From an optimization exercise on the open Yosys and OpenROAD flow, aimed at small area; shortcuts taken in it are not production practice. Where RTL was checked, it was by simulation tests only, not by an equivalence proof against the original. No driver is modelled on the clock port, so clocking that relies on it looks cheaper here than on a real chip. Power is estimated from default activity; no workload was simulated.

== lagoon ==
==> flow/design.v <==
module warmup(
	input        clk,
	input        rst,
	input        rx,
	output [7:0] result_data,
	output       overflow
);
	reg [2:0] t8;
	function [2:0] succ(input [2:0] v);
		succ = {v[1:0], v[2] ^ (v[0] | ~v[1])};
	endfunction
	wire [2:0] n8 = succ(t8);
	reg [1:0] t3;
	reg [2:0] t7;
	reg [4:0] t31;
	always @(posedge clk) begin
		t8  <= n8;
		t3  <= {t3[0], ~(t3[1] & t3[0])};
		t7  <= {t7[1:0], (t7[2] ^ t7[1]) | ~rst};
		t31 <= {t31[3:0], (t31[4] ^ t31[2]) | ~rst};
	end
	wire tick = (&t8) & (&t3) & (&t7) & (&t31);
	wire [2:0] p = t8;
	localparam [2:0] P0 = 3'd6, P7 = 3'd7;
	wire p0 = (p == P0);
	wire p7 = (p == P7);
	reg [1:0] idx;
	reg       busy;
	reg [2:0] j;
	reg       valid;
	reg [2:0] k;           
	reg [7:0] A, W, B;
	reg       dA, dB;      
	reg       c;           
	reg       dec;         
	wire      rxs = dec;
	reg       ov;          
	localparam K_OTHER = 3'd0, K_AND = 3'd2, K_OR = 3'd3,
	           K_ADD = 3'd4, K_SUB = 3'd5, K_MUL = 3'd6, K_DIV = 3'd7;
	wire is_add = (k == K_ADD);
	wire is_sub = (k == K_SUB);
	wire is_and = (k == K_AND);
	wire is_or  = (k == K_OR);
	wire is_mul = (k == K_MUL);
	wire is_div = (k == K_DIV);
	wire md     = is_mul | is_div;
	wire comp  = (idx == 2'd3);
	wire dtick = tick & busy & ~comp;
	wire stick = tick & ~busy & ~comp & ~rx;
	wire trial = comp & ~busy;
	wire write = comp & busy;
	wire jl    = (j == P7);
	wire first = trial & (j == P0);
	wire lastw = write & jl;
	wire [7:0] op = {rx, A[7:1]};
	reg  [2:0] kn;
	always @* begin
		case (op)
			8'h2B: kn = K_ADD;
			8'h2D: kn = K_SUB;
			8'h2A: kn = K_MUL;
			8'h2F: kn = K_DIV;
			8'h26: kn = K_AND;
			8'h7C: kn = K_OR;
			default: kn = K_OTHER;
		endcase
	end
	wire ins  = busy & ~comp & ((n8 == j) | (tick & jl));
	wire insv = tick ? rx : rxs;
	wire dec_e = dec | (is_div & trial);
	wire x     = md ? (p0 ? (is_div & A[7]) : dB) : A[0];
	wire y     = md ? (dec_e & (W[0] ^ is_div)) : (W[0] ^ is_sub);
	wire ci    = p0 ? (md ? (is_div & dec_e) : is_sub) : c;
	wire s     = x ^ y ^ ci;
	wire co    = (x & y) | (ci & (x | y));
	reg r;
	always @* begin
		if (is_add | is_sub) r = s;
		else if (is_and)     r = A[0] & W[0];
		else if (is_or)      r = A[0] | W[0];
		else                 r = 1'b0;
	end
	wire a_in = (ins & ~idx[1]) ? insv :
	            (write & md) ? (p0 ? (is_div & dec) : dA) : A[0];
	wire w_in = (ins & idx[1]) ? insv : W[0];
	wire b_in = ~comp ? 1'b0 :
	            ~md ? (first ? r : B[0]) :
	            ~busy ? B[0] :
	            (lastw & is_div) ? a_in : s;
	always @(posedge clk) begin
		if (!rst) begin
			idx   <= 2'd0;
			busy  <= 1'b0;
			j     <= P0;
			valid <= 1'b0;
		end else if (comp) begin
			if (p7) begin
				busy <= ~busy;
				if (busy) begin
					j <= succ(j);
					if (jl) begin
						idx   <= 2'd0;
						valid <= 1'b1;
					end
				end
			end
		end else if (stick) begin
			busy <= 1'b1;
		end else if (dtick) begin
			j <= succ(j);
			if (jl) begin
				busy <= 1'b0;
				idx  <= idx + 2'd1;
			end
		end
	end
	always @(posedge clk) begin
		A  <= {a_in, A[7:1]};
		W  <= {w_in, W[7:1]};
		dA <= A[0];
		dB <= B[0];
		c  <= co;
		if (dtick & (idx == 2'd0) & jl)
			k <= kn;
		if (comp | (idx[1] & busy))
			B <= {b_in, B[7:1]};
		if (tick)
			dec <= rx;
		else if (trial & is_div & p7)
			dec <= B[0] | co;
		else if (trial & is_mul & p0)
			dec <= A[7];
		if (stick & idx[1])
			ov <= 1'b0;
		else if (comp) begin
			if (is_div) begin
				if (trial)
					ov <= (p0 | ov) & ~W[0];
			end else if (is_mul) begin
				if (write & (p0 | p7))
					ov <= ov | (p0 ? dB : co);
			end else if (p7 & k[2])
				ov <= co ^ is_sub;
		end
	end
	assign result_data = B & {8{valid}};
	assign overflow    = ~(ov & valid);
endmodule
==> flow/config.mk <==
export PLATFORM = sky130hd
export DESIGN_NAME = warmup
export DESIGN_NICKNAME = warmup
export VERILOG_FILES = /design/flow/design.v
export SDC_FILE = /design/flow/constraint.sdc
export NUM_CORES = 4
export LEC_CHECK = 0
export CAP_MARGIN = 20
export CORE_MARGIN = 2
export CORE_UTILIZATION = 40
export SLEW_MARGIN = 20
==> flow/constraint.sdc <==
create_clock -name core_clock -period 30.0 [get_ports {clk}]
set_input_delay 6.0000 -clock core_clock [delete_from_list [all_inputs] [get_ports {clk}]]
set_output_delay 6.0000 -clock core_clock [all_outputs]
set_load 0.01 [all_outputs]
standard.sh (not shown) runs the stock make flow with config.mk's settings and CLKGATE_MAP_FILE= SYNTH_SCRIPT=/design/flow/synth_recipe.tcl, a recipe that flattens the netlist after the stock synthesis.
==> flow/flow/run.sh <==
#!/bin/bash
# Standard layout with these changes: synthesis maps the logic with several
# ABC scripts and keeps the smallest result; port buffers use the smallest
# buffer; after placement a few clock buffers, each driving one strip of
# flip-flops, make the clock tree, so CTS has
# nothing left to build. Output goes to layout.log and clock_buffer.log
# (ORFS keeps each step's log under orfs/logs).
set -euo pipefail
here=$(pwd)
rm -rf "$here/scripts"
cp -r "$FLOW_HOME/scripts" "$here/scripts"
python3 - "$here/scripts/synth.tcl" <<'PY'
import sys
p = sys.argv[1]
s = open(p).read()
old = "  log_cmd abc {*}$abc_args\n"
assert s.count(old) == 1
s = s.replace(old, "  source $::env(FLOW_FLOW_DIR)/multi_abc.tcl\n")
open(p, "w").write(s)
PY
export SCRIPTS_DIR="$here/scripts"
export ADDER_MAP_FILE=
export FLOW_FLOW_DIR="$here/flow"
export BUFFER_PORTS_ARGS="-buffer_cell sky130_fd_sc_hd__buf_1"
export CTS_ARGS="-clk_nets clk -dont_use_dummy_load"
bash standard.sh synth floorplan place > layout.log 2>&1
export PLACE_ODB="$(ls -d "$here"/orfs/results/*/*/base)/3_place.odb"
export CLOCK_BUFFER_CELL="${CLOCK_BUFFER_CELL:-sky130_fd_sc_hd__clkbuf_8}"
export CLOCK_ROOT_CELL="${CLOCK_ROOT_CELL:-sky130_fd_sc_hd__clkbuf_2}"
export CLOCK_GROUPS="${CLOCK_GROUPS:-3}"
openroad -no_init -exit "$here/flow/clock_buffer.tcl" > clock_buffer.log 2>&1
bash standard.sh >> layout.log 2>&1
Other scripts of this flow, unchanged in this note and not shown: flow/flow/abc_amap.script, flow/flow/abc_nfa2.script, flow/flow/abc_nfa3.script, flow/flow/abc_q2.script, flow/flow/abc_q4.script, flow/flow/abc_r1.script, flow/flow/abc_r4.script, flow/flow/abc_r5.script, flow/flow/abc_speed.script, flow/flow/abc_w1.script, flow/flow/abc_w2.script, flow/flow/abc_w4.script, flow/flow/abc_w5.script, flow/flow/abc_w6.script, flow/flow/abc_w7.script, flow/flow/abc_w8.script, flow/flow/clock_buffer.tcl, flow/flow/multi_abc.tcl
In summary, lagoon completed successfully, with a layout that passed the timing, design-rule and antenna checks.
### lagoon -> pepper
-- flow/design.v --
<<< lagoon, line 131
		else if (trial & is_mul & p0)
			dec <= A[7];
		if (stick & idx[1])
			ov <= 1'b0;
		else if (comp) begin
			if (is_div) begin
				if (trial)
					ov <= (p0 | ov) & ~W[0];
			end else if (is_mul) begin
				if (write & (p0 | p7))
					ov <= ov | (p0 ? dB : co);
			end else if (p7 & k[2])
				ov <= co ^ is_sub;
		end
	end
	assign result_data = B & {8{valid}};
>>> pepper, line 131
		else if (trial & is_mul & p0)
			dec <= A[7];
		if (first) begin
			if (is_div)
				ov <= (p0 | ov) & ~W[0];
			else if (is_mul)
				ov <= 1'b0;
			else if (p7)
				ov <= (is_add | is_sub) & (co ^ is_sub);
		end else if (write & is_mul & (p0 | p7))
			ov <= ov | (p0 ? dB : co);
	end
	assign result_data = B & {8{valid}};
==> notes.md <==
pepper vs lagoon — met3 capacity usage during global routing dropped 0.29 points.
Changes observed in pepper relative to lagoon: overall routing resource usage now sits at about the same level; final critical-path share of the clock period now sits at about the same level; setup clock skew after layout now sits lower; fraction of the mapped netlist area in simple logic gates now sits lower; worst relative slew slack now sits lower.
In pepper the layout-stage area growth over the synthesis result turned out 0.35 points lower than in lagoon.
Net switching component of the power, pepper vs lagoon: down by a few percent
Function not checked in lagoon: the RTL went through the layout flow alone.

green:
Starts from the design.v that is shown in full above.
Settings: LEC_CHECK=0, CAP_MARGIN=20, CORE_MARGIN=2, CORE_UTILIZATION=40, SLEW_MARGIN=20; clock period 30.0 ns.
==> flow/flow/run.sh <==
#!/bin/bash
# Standard layout with these changes: synthesis maps the logic with several
# ABC scripts and keeps the smallest result; port buffers use the smallest
# buffer; after placement a few clock buffers, each driving one strip of
# flip-flops, make the clock tree, so CTS has
# nothing left to build. Output goes to layout.log and clock_buffer.log
# (ORFS keeps each step's log under orfs/logs).
set -euo pipefail
here=$(pwd)
rm -rf "$here/scripts"
cp -r "$FLOW_HOME/scripts" "$here/scripts"
python3 - "$here/scripts/synth.tcl" <<'PY'
import sys
p = sys.argv[1]
s = open(p).read()
old = "  log_cmd abc {*}$abc_args\n"
assert s.count(old) == 1
s = s.replace(old, "  source $::env(FLOW_FLOW_DIR)/multi_abc.tcl\n")
open(p, "w").write(s)
PY
export SCRIPTS_DIR="$here/scripts"
export FLOW_FLOW_DIR="$here/flow"
export BUFFER_PORTS_ARGS="-buffer_cell sky130_fd_sc_hd__buf_1"
export CTS_ARGS="-clk_nets clk -dont_use_dummy_load"
bash standard.sh synth floorplan place > layout.log 2>&1
export PLACE_ODB="$(ls -d "$here"/orfs/results/*/*/base)/3_place.odb"
export CLOCK_BUFFER_CELL="${CLOCK_BUFFER_CELL:-sky130_fd_sc_hd__clkbuf_8}"
export CLOCK_ROOT_CELL="${CLOCK_ROOT_CELL:-sky130_fd_sc_hd__clkbuf_2}"
export CLOCK_GROUPS="${CLOCK_GROUPS:-3}"
openroad -no_init -exit "$here/flow/clock_buffer.tcl" > clock_buffer.log 2>&1
bash standard.sh >> layout.log 2>&1
Other scripts of this flow, unchanged in this note and not shown: flow/flow/abc_amap.script, flow/flow/abc_nfa2.script, flow/flow/abc_nfa3.script, flow/flow/abc_q2.script, flow/flow/abc_q4.script, flow/flow/abc_r1.script, flow/flow/abc_r4.script, flow/flow/abc_r5.script, flow/flow/abc_speed.script, flow/flow/clock_buffer.tcl, flow/flow/multi_abc.tcl
Relative to green, the following input files were edited for purple:
--- a/flow/design.v
+++ b/flow/design.v
@@ -30,6 +30,7 @@
 	reg       valid;
 	reg [2:0] k;           
-	reg [7:0] A, W, B;
-	reg       dA, dB;      
+	reg [7:0] A, R;        
+	reg [7:0] W;           
+	reg       dA, dR;      
 	reg       c;           
 	reg       dec;         
@@ -66,8 +67,8 @@
 		endcase
 	end
-	wire ins  = busy & ~comp & ((n8 == j) | (tick & jl));
+	wire ins  = busy & ~idx[1] & ((n8 == j) | (tick & jl));
 	wire insv = tick ? rx : rxs;
 	wire dec_e = dec | (is_div & trial);
-	wire x     = md ? (p0 ? (is_div & A[7]) : dB) : A[0];
+	wire x     = md ? (p0 ? (is_div & A[7]) : dR) : A[0];
 	wire y     = md ? (dec_e & (W[0] ^ is_div)) : (W[0] ^ is_sub);
 	wire ci    = p0 ? (md ? (is_div & dec_e) : is_sub) : c;
@@ -81,11 +82,11 @@
 		else                 r = 1'b0;
 	end
-	wire a_in = (ins & ~idx[1]) ? insv :
+	wire a_in = ins ? insv :
 	            (write & md) ? (p0 ? (is_div & dec) : dA) : A[0];
-	wire w_in = (ins & idx[1]) ? insv : W[0];
-	wire b_in = ~comp ? 1'b0 :
-	            ~md ? (first ? r : B[0]) :
-	            ~busy ? B[0] :
-	            (lastw & is_div) ? a_in : s;
+	wire w_in = ~comp ? rx :
+	            ~lastw ? W[0] :
+	            ~md ? r :
+	            is_div ? a_in : s;
+	wire r_in = comp & ((write & md) ? s : R[0]);
 	always @(posedge clk) begin
 		if (!rst) begin
@@ -117,32 +118,29 @@
 	always @(posedge clk) begin
 		A  <= {a_in, A[7:1]};
-		W  <= {w_in, W[7:1]};
+		R  <= {r_in, R[7:1]};
 		dA <= A[0];
-		dB <= B[0];
+		dR <= R[0];
 		c  <= co;
 		if (dtick & (idx == 2'd0) & jl)
 			k <= kn;
-		if (comp | (idx[1] & busy))
-			B <= {b_in, B[7:1]};
+		if (comp | (dtick & idx[1]))
+			W <= {w_in, W[7:1]};
 		if (tick)
 			dec <= rx;
 		else if (trial & is_div & p7)
-			dec <= B[0] | co;
+			dec <= R[0] | co;
 		else if (trial & is_mul & p0)
 			dec <= A[7];
-		if (stick & idx[1])
-			ov <= 1'b0;
-		else if (comp) begin
-			if (is_div) begin
-				if (trial)
-					ov <= (p0 | ov) & ~W[0];
-			end else if (is_mul) begin
-				if (write & (p0 | p7))
-					ov <= ov | (p0 ? dB : co);
-			end else if (p7 & k[2])
-				ov <= co ^ is_sub;
-		end
+		if (first) begin
+			if (is_div)
+				ov <= (p0 | ov) & ~W[0];
+			else if (is_mul)
+				ov <= 1'b0;
+			else if (p7)
+				ov <= (is_add | is_sub) & (co ^ is_sub);
+		end else if (write & is_mul & (p0 | p7))
+			ov <= ov | (p0 ? dR : co);
 	end
-	assign result_data = B & {8{valid}};
+	assign result_data = W & {8{valid}};
 	assign overflow    = ~(ov & valid);
 endmodule
Findings:
Comparing green with purple, the met3 track demand over resource in global routing came out essentially unchanged.
Final routed wirelength across all metal layers in purple vs green: down about 1.1%
Die area | purple below green
| share of the synthesized area in compound gates (AO/OA/AOI/OAI) | higher: green |
~same clock group total power in purple and green
Sort purple and green by worst hold margin, descending, and green comes first.
Clock network power share for purple is lower than for green.
Cmp purple and green / number of nets in the synthesized netlist / higher: green
Summary — transition time at the pin with the least slew margin, purple relative to green: lower, by 260 ps.
Relative to green, the post-detailed-route via-to-cell ratio of purple is lower by 1.5%.
Cell depth of the worst setup path came out exactly the same in purple and green.
Of the two values seen for destination of the critical timing path, result_data[5] was produced by green and result_data[7] by purple.
No functional check of the RTL was part of green.

==> separate check: timing with driven ports <==
In the flow no input, the clock included, has a driving cell. The finished layouts below were timed again as built, in two steps.
Step 1: set_driving_cell puts a clkbuf_16 on clk and a buf_2 on each other input, an assumption about the parent block.
Step 2 also shifts input and output timing later by t, the mid clock arrival at the registers, as if the neighbouring blocks saw the same clock.
Three values: no drivers, after step 1, after step 2; two values: the first two.
run | shift t [ns] | setup WS [ns] | worst register clock-pin slew, ns
lagoon | 0.370 | 22.859 / 22.834 / 22.622 | 0.11 / 0.11
pepper | 0.373 | 22.853 / 22.829 / 22.850 | 0.11 / 0.11
green | 0.377 | 22.842 / 22.819 / 22.931 | 0.11 / 0.11
purple | 0.369 | 22.828 / 22.805 / 22.950 | 0.11 / 0.11
After both steps every run listed still meets setup and hold. The setup slack of lagoon, which loses most, moves by -0.025 ns with the drivers and by -0.237 ns with both steps.
